What follows belongs to an exercise in optimizing a design on an open flow for a short achievable clock period and few clock cycles; a production flow would make more cautious choices.
Only simulation tests tie the RTL to the original design; equivalence was not proved.
Power is estimated from default activity; no workload was simulated.

==> design.v <==
module ControlUnit(
  input [10 : 0] OpCode,
  output Reg2Loc,
  output Branch,
  output MemRead,
  output MemtoReg,
  output [1:0]Aluop,
  output MemWrite,
  output AluSrc,
  output RegWrite
);
reg [8:0] outcome;
assign  {Reg2Loc ,AluSrc ,MemtoReg ,RegWrite ,MemRead ,MemWrite ,Branch } = outcome[8:2];
assign Aluop = outcome[1:0];
always @( OpCode )
casex(OpCode)
	11'b10001011000: outcome = 9'b000100010;  
	11'b11001011000: outcome = 9'b000100010;  
	11'b10001010000: outcome = 9'b000100010;  
	11'b10101010000: outcome = 9'b000100010;  
        11'b11111000010: outcome = 9'b011110000;
        11'b11111000000: outcome = 9'b110001000;
        11'b10110100xxx: outcome = 9'b101000101;
	default: outcome = 9'b000000000;
endcase
endmodule
module ALUControl (ALUOp, instruction, code);
    input [1:0] ALUOp;
    input [10:0] instruction;
    output reg [3:0] code;
    always @ (ALUOp, instruction) begin
        casex(ALUOp)
            2'b00: code = 4'b0010;
            2'bx1: code = 4'b0111;
            2'b1x: 
                casex(instruction)
                    11'b10001011000: code = 4'b0010;
                    11'b11001011000: code = 4'b0110;
                    11'b10001010000: code = 4'b0000;
                    11'b10101010000: code = 4'b0001;
                    default: code = 4'b0010;
                endcase
		default: code = 4'b0010;
        endcase
    end
endmodule 
module alu(
	input [63:0] A,B,   
        input [3:0] ALU_Sel, 
        output [63:0] ALU_Out,  
        output z  
	);
    	reg [63:0] ALU_Result;
    	assign ALU_Out = ALU_Result;
	reg z_Result;
	assign z = z_Result; 
    	always @(A,B,ALU_Sel)	
    	begin
        case(ALU_Sel) 
		4'b0000:  
        		ALU_Result = A & B ;
        	4'b0001:  
        		ALU_Result = A | B ;
        	4'b0010:  
           		ALU_Result = A + B;
         	4'b0110:  
           		ALU_Result = A - B;
         	4'b0111:  
           		ALU_Result = B;
          	4'b1100:  
           		ALU_Result = ~(A | B);
		default:
			ALU_Result = 64'b0;
        endcase
	if(ALU_Result == 64'b0)
	begin 
		z_Result = 1;
	end
	else
	begin
		z_Result = 0;
	end
    end
endmodule
module registerBank(register1 ,register2 ,register3 ,datain ,clk ,regwrite ,dataout1 ,dataout2);
input[4:0] register1;
input[4:0] register2;
input[4:0] register3;
input[63:0] datain;
input clk;
input regwrite;
output[63:0] dataout1;
output[63:0] dataout2;
reg [63:0] Bank [0:31];
always @ (posedge clk ) 
begin
	if (regwrite == 1'b1)
		Bank[register3] <= datain;
end
assign dataout1 = Bank[register1];
assign dataout2 = Bank[register2];
endmodule 
module SignExtend( extend, extended );
input[31:0] extend;
output[63:0] extended;
reg[63:0] extended;
always@(extend)
begin
    if (extend[31:26] == 6'b000101)  
	begin
        extended[25:0] = extend[25:0];
        extended[63:26] = {38{extended[25]}};
    end 
	else if (extend[31:24] == 8'b10110100) 
	begin 
        extended[18:0] = extend[23:5];
        extended[63:19] = {45{extended[18]}};
    end 
	else 
	begin 
        extended[8:0] = extend[20:12];
        extended[63:9] = {55{extended[8]}};
    end
end
endmodule 
module ShiftUnit #(parameter n = 64) (input_data, output_data);
    input [n - 1 : 0] input_data;
    output[n - 1 : 0] output_data;
    assign output_data = input_data << 2;
endmodule 
module adder(a,b,out);
	parameter size = 64;
	input [size - 1:0] a;
	input [size - 1:0] b;
	output [size - 1:0] out;
	assign out = a+b ;
endmodule 
module multiplexer(a,b,select,result);
	parameter size = 64;
    input [size -1:0] a;
    input [size -1:0] b;
    input select;
    output[size -1:0] result;
     assign result = (select)? b : a;
endmodule 
module pc(clk, rst, oldpc,newpc);
parameter size = 64;
input clk;
input rst;
input [size-1:0] oldpc;
output reg [size-1:0] newpc;
always @(posedge clk)
begin
if(rst)
	newpc<=0;
else
	newpc <= oldpc;
end
endmodule
module arm_core (
    input  wire        clk,
    input  wire        rst,
    output wire [63:0] imem_addr,
    input  wire [31:0] imem_rdata,
    output wire [63:0] dmem_addr,
    output wire [63:0] dmem_wdata,
    output wire        dmem_we,
    input  wire [63:0] dmem_rdata
);
wire [63:0] oldpc;
wire [63:0] newpc;
wire [31 : 0] instruction;
wire reg_to_loc;
wire branch;
wire mem_read;
wire mem_to_reg;
wire [1:0] Alu_Op;
wire mem_write;
wire alu_src;
wire reg_write;
wire [4 : 0] output_register_bank_multiplexer;
wire zero_alu;
wire [3 : 0] alu_opcode;
wire [63 : 0] output_pc_adder, output_data_memory, output_alu, reg_data_1, reg_data_2, output_alu_multiplexer, input_data_register, output_sign_extend, output_shift_unit, output_shift_unit_adder;
assign imem_addr = oldpc;
assign instruction = imem_rdata;
assign dmem_addr = output_alu;
assign dmem_wdata = reg_data_2;
assign dmem_we = mem_write;
assign output_data_memory = dmem_rdata;
pc pc0(clk,rst,newpc,oldpc);
adder adder0(oldpc,64'b100,output_pc_adder);
ControlUnit control_unit (instruction[31 : 21],reg_to_loc,branch,mem_read,mem_to_reg,Alu_Op,mem_write,alu_src,reg_write);
multiplexer #(.size(5)) RB_multiplexer(instruction[20 : 16],instruction[4 : 0],reg_to_loc,output_register_bank_multiplexer);
registerBank register_bank (instruction[9 : 5],output_register_bank_multiplexer,instruction[4 : 0],input_data_register,clk,reg_write,reg_data_1,reg_data_2);
multiplexer alu_multiplexer(reg_data_2,output_sign_extend,alu_src,output_alu_multiplexer);
alu alu1 (reg_data_1,output_alu_multiplexer,alu_opcode,output_alu,zero_alu);
ShiftUnit shift_unit (output_sign_extend,output_shift_unit);
SignExtend sign_extend (instruction,output_sign_extend);
adder shift_unit_adder(oldpc,output_shift_unit,output_shift_unit_adder);
multiplexer shift_unit_multiplexer (output_pc_adder,output_shift_unit_adder,branch & zero_alu,newpc);
multiplexer data_memory_multiplexer (output_alu,output_data_memory,mem_to_reg,input_data_register);
ALUControl alu_control_unit (Alu_Op,instruction[31 : 21],alu_opcode);
endmodule
==> run.sh <==
#!/bin/bash
# synth_recipe.tcl (not shown) runs the flow's synth.tcl, then flattens the netlist and writes it again
# the make line also repeats each setting of config.mk as NAME=value (left out here)
make -C /OpenROAD-flow-scripts/flow DESIGN_CONFIG=/design/flow/config.mk WORK_HOME=/design/flow/orfs CLKGATE_MAP_FILE= SYNTH_SCRIPT=/design/flow/synth_recipe.tcl finish
==> config.mk <==
export PLATFORM = sky130hd
export DESIGN_NAME = arm_core
export DESIGN_NICKNAME = arm_core
export VERILOG_FILES = /design/flow/design.v
export SDC_FILE = /design/flow/constraint.sdc
export NUM_CORES = 8
export LEC_CHECK = 0
export CAP_MARGIN = 20
export CORE_MARGIN = 2
export CORE_UTILIZATION = 40
export SETUP_SLACK_MARGIN = 1.0
export SLEW_MARGIN = 20
==> constraint.sdc <==
create_clock -name core_clock -period 18.0 [get_ports {clk}]
set_input_delay 3.6000 -clock core_clock [delete_from_list [all_inputs] [get_ports {clk}]]
set_output_delay 3.6000 -clock core_clock [all_outputs]
set_load 0.01 [all_outputs]
==> notes.md <==
-- Yosys cell counts, drive strengths merged (76+ instances only) --
library cell	n	area, um2
a31oi	136	851
nand2	1124	4230
o22ai	133	832
inv	89	334
mux4	643	14500
xor2	78	683
a21o	92	691
mux2	88	991
nor2	349	1350
nand3	418	2100
buf	377	2060
ha	127	1590
a21oi	361	1830
nand2b	466	2920
and3	289	1810
edfxtp	2048	61500
clkbuf	490	1840
o21ai	388	1950
a211oi	557	4200
a311oi	76	666
mux2i	227	2270
xnor2	85	744
a22oi	223	1680
-- worst max-delay path: cells and delay by family --
| kind | cells | cell delay, ps |
|---|---|---|
| buf+inv | 11 | 2380 |
| fa+ha+maj | 2 | 620 |
| compound gates | 25 | 5170 |
| xor+xnor | 2 | 290 |
| simple gates | 19 | 5370 |
-- state kept, by name, summed over array words and instances (netlist names) --
| signal | flops |
|---|---|
| pc0.newpc | 62 |
| register_bank.Bank | 2048 |
-- cell usage in the layout (no fill, tap or decap), types with 40 or more instances in the layout --
| cell | instances |
|---|---|
| sky130_fd_sc_hd__nor2_4 | 47 |
| sky130_fd_sc_hd__a211o_1 | 45 |
| sky130_fd_sc_hd__mux2_2 | 87 |
| sky130_fd_sc_hd__nor2_1 | 286 |
| sky130_fd_sc_hd__mux4_2 | 643 |
| sky130_fd_sc_hd__ha_1 | 123 |
| sky130_fd_sc_hd__o21ai_0 | 353 |
| sky130_fd_sc_hd__xnor2_1 | 85 |
| sky130_fd_sc_hd__diode_2 | 42 |
| sky130_fd_sc_hd__o211ai_1 | 40 |
| sky130_fd_sc_hd__xor2_1 | 78 |
| sky130_fd_sc_hd__nand4_1 | 73 |
| sky130_fd_sc_hd__edfxtp_1 | 2048 |
| sky130_fd_sc_hd__nand3_1 | 412 |
| sky130_fd_sc_hd__a211oi_1 | 547 |
| sky130_fd_sc_hd__clkdlybuf4s50_1 | 271 |
| sky130_fd_sc_hd__and3_1 | 285 |
| sky130_fd_sc_hd__a21o_1 | 91 |
| sky130_fd_sc_hd__nor3_1 | 45 |
| sky130_fd_sc_hd__inv_1 | 87 |
| sky130_fd_sc_hd__dfxtp_1 | 62 |
| sky130_fd_sc_hd__clkinv_2 | 58 |
| sky130_fd_sc_hd__buf_12 | 86 |
| sky130_fd_sc_hd__a311oi_1 | 74 |
| sky130_fd_sc_hd__nand2b_1 | 466 |
| sky130_fd_sc_hd__mux2i_1 | 223 |
| sky130_fd_sc_hd__a21oi_1 | 349 |
| sky130_fd_sc_hd__o22ai_1 | 125 |
| sky130_fd_sc_hd__a31oi_1 | 133 |
| sky130_fd_sc_hd__buf_4 | 1259 |
| sky130_fd_sc_hd__nand2_1 | 1119 |
| sky130_fd_sc_hd__clkbuf_16 | 229 |
| sky130_fd_sc_hd__a22oi_1 | 220 |
-- through the flow --
stage	TNS (ps)	utilization (%)	power (uW)
after floorplan	0	-	7860
after global placement	-2510	45.5	9790
after detailed placement	-2230	45.5	9840
after CTS	0	48.2	14700
after global routing	0	48.4	15200
final	0	48.4	14900
-- worst min path at each step --
stage	from	slack, ps	end
2_1_floorplan	pc0.newpc[63]$_SDFF_PP0_	580	pc0.newpc[63]$_SDFF_PP0_
3_3_place_gp	pc0.newpc[63]$_SDFF_PP0_	560	pc0.newpc[63]$_SDFF_PP0_
3_5_place_dp	pc0.newpc[63]$_SDFF_PP0_	580	pc0.newpc[63]$_SDFF_PP0_
4_1_cts	pc0.newpc[63]$_SDFF_PP0_	590	pc0.newpc[63]$_SDFF_PP0_
5_1_grt	pc0.newpc[63]$_SDFF_PP0_	620	pc0.newpc[63]$_SDFF_PP0_
6_report	pc0.newpc[63]$_SDFF_PP0_	600	pc0.newpc[63]$_SDFF_PP0_
-- layer usage --
layer  global-route usage (%)  vias to the layer above
met5                        0                        -
met4                     22.1                       40
met3                     13.5                     1875
met2                     50.6                     8883
met1                     45.1                    51300
li1                         -                    40600
-- power groups by stage --
stage	logic (uW)	clock network, uW	registers (uW)
after floorplan	1590	0	6260
after global placement	3520	0	6270
after detailed placement	3570	0	6270
after CTS	3580	4970	6170
after global routing	3880	5160	6170
final	3760	4970	6170
-- final cells by class --
class	instances	share of cell area, %
Multi-Input combinational cell	6668	37.3
Tap cell	3939	3.43
Clock buffer	251	4.03
Inverter	89	0.234
Antenna cell	42	0.0731
Clock inverter	159	1.32
Sequential cell	2110	43.6
Timing Repair Buffer	1657	10.0
-- timing repair --
action | in CTS | in global routing
setup endpoints to repair | 7 | 22
gates cloned | 0 | 2
pin swaps | 6 | 51
gates resized for setup | 21 | 105
setup buffers | 3 | 27
endpoints found under the hold margin | 0 | 0
-- cell families after synthesis --
group,count (synthesis),synth area share (%)
AO/OA/AOI/OAI,2400,13.8
XOR/XNOR,163,1.20
adder cells (fa/ha/maj),148,1.53
buffers and inverters,956,3.55
flip-flops,2110,52.6
multiplexers,958,14.9
other,1,0.00314
AND/OR/NAND/NOR,2996,12.4
==> notes.md <==
The flow ran to the end and the layout has no timing, DRC or antenna violations. The clock-pin slew on the worst setup and hold paths is ~60 ps. The internal power consumption came out at just over 10000 uW.

The global route total overflow came out at 0. The number of rows in the core area is 200. The warning count from the yosys run is 6. The minimum setup slack in the final design is between 1000 and 1500 ps. The count of cell types in the netlist came out at about 110. The average routed wire per standard cell came out at between 30 and 40 um. The type of the setup path with the least slack is in2reg. The number of endpoints failing setup at the final stage came out at 0. In the synthesized netlist the dominant register cell turns out to be sky130_fd_sc_hd__edfxtp_1. The highest achievable clock rate came out at ~0.060 GHz. In this run the power density over the cells is slightly above 100 mW/mm2. Global routing used a little over a third of the available tracks across all layers. The worst register-to-register path ends at pc0.newpc[63]$_SDFF_PP0_. The number of vias per cell after detailed routing is just under 7.

The congestion estimate from routability-driven global placement came to 1.00. The fraction of the cycle the final worst path needs came out at between 90 and 100%. IR analysis of the VDD net gives a maximum drop of around 0.090 mV. The number of max-slew violations in the final report is 0. In this run the critical register-to-register path is launched from register_bank.Bank[12][1]$_DFFE_PP_. The number of standard cells in the final layout excluding fillers came out at roughly 15000. For this block, the routed nets add up to 554000 um of wire. The data arrival at the endpoint of the critical path came out at 17540 ps. The number of iterations in the first detailed-routing pass is 8. In this run the tightest slew margin relative to its limit is approximately 20%. The detailed placement HPWL is ~360000 um. The number of cell instances on the worst register-to-register path is 55.

The leakage power came out at 0.0507 uW. The number of buffers inserted by port buffering is between 200 and 300. The number of antenna violations at the first check in global routing came out at 58. The internal reg-to-reg setup slack is between 5000 and 6000 ps. In the detailed route, the total length drawn on met2 is ~230000 um. Following the worst setup path forward leads to its endpoint at pc0.newpc[63]$_SDFF_PP0_. The maximum buffer depth of the clock tree is 4. The count of nets left with antenna violations after detail routing came out at 0. The share of total power in the clock network is between 30% and 40%. The number of buffers created by CTS came out at 226.

The number of inserted filler cells in the final layout is 25900. Summing over every cut layer, the via total after detailed routing is 103000. The via count of the first global-routing pass was roughly 96000. The post-layout minimum cycle time came out at about 17000 ps.

The slowest stage of the critical path is the sky130_fd_sc_hd__or4b_2 cell. In this run the clock root is driven by a sky130_fd_sc_hd__clkbuf_16. The share of the Yosys chip area taken by registers is a little over half.

The number of synthesized flops with an enable pin came out at a little over 2000. The detailed route wirelength on metal3 is a little under 90000 um. The area used by multi-input combinational logic came out at around 0.054 mm2. The switching power total is roughly 4600 uW. A synthesized cell averages 12.3 um2. On the final layout, the worst hold slack is about 600 ps. The number of cells traversed by the worst hold path is 2. The most repeated library cell on the critical path is sky130_fd_sc_hd__buf_4. The critical path starts at imem_rdata[25]. Across the whole layout, storage elements account for around 0.063 mm2. The net switching fraction of the power is a little under a third.

The min-delay analysis places its worst path in the category reg2reg. STA classifies the critical path endpoint as a flip-flop. At the later pin of the worst-skew pair, clock insertion delay measures 960 ps. After synthesis the cells add up to around 0.12 mm2. The post-synthesis cell count came out at ~9700. Max-cap violations in this run came to 0. After detailed placement, the total cell area comes to ~0.14 mm2. Entering global routing, the biggest net connects 134 pins. The CTS tree is built. The post-detailed-route DRC marker count came out at 0. The length of routed wiring on met1 came out at ~190000 um. The transition time at the pin with the least slew margin came out at between 1000 and 1500 ps. The initial core utilization came out at 40.2%. Summing all non-filler instances in the final layout gives an area of ~0.14 mm2. The maximum fanout along the worst path came out at 25.

The H-tree was split into 4 levels. The initial DRC count came out at approximately 18000. The die covers 0.303 mm2. The core footprint is around 0.30 mm2. The share of post-route cells with drive strength above 1 came out at approximately 25%. For this design, the sink count on the clock tree is ~2100. The share of synthesized registers carrying an async set or reset is 0%. In this design, the stage delay of the slowest critical-path cell is roughly 600 ps.

The part of the power in registers came out at around 41%. The flop and latch count out of synthesis came out at 2110. The number of hold-slack violations in the final timing report came out at 0.

The number of placed instances, taps included, is approximately 14000. For this run, the post-layout net count is between 10000 and 15000. The vertical die dimension came out at ~550 um. The die span in x is between 500 and 600 um.

The quantity of hold-fixing buffers added after cts came out at 0. The share of total power dissipated in combinational logic is between 20 and 30%. The worst clock skew came out at 140 ps. The highest layer touched by signal routing is met5.

Data on the critical path is required at its endpoint by between 15000 and 20000 ps. The setup slack at placement came out at -420 ps. The global-route wire length before repair came out at ~760000 um. Setup repair after global routing left no endpoint under its margin.

The area added between synthesis and finish is 20.5%. The kind of start point of the critical path is an input pin. The number of ports placed on the die boundary came out at roughly 290.
Testbench counts, summed over its fixed seeds: cycles 44,493.

## re-timing with driven ports
Ports are ideal in the flow. The routed layout listed here was re-timed in OpenROAD. Step 1 sets driving cells, clkbuf_16 on the clock port and buf_2 on the other inputs (assumed; they add their load-dependent delay and slew). Step 2 adds t to the input delays and takes it off the output delays; t is the mean of the earliest and latest rising clock arrival at the registers after step 1. Input paths then give back, and output paths get back, about the clock's delay inside the block. Three values: no drivers, after step 1, after step 2; two values: the first two.
t (ns): 0.994
setup slack, ns: 1.337 / 1.401 / 0.407
clock arrival spread, ns: 0.140 / 0.139
After both steps this run still meets setup and hold. The setup slack of this run moves by +0.064 ns with the drivers and by -0.930 ns with both steps.
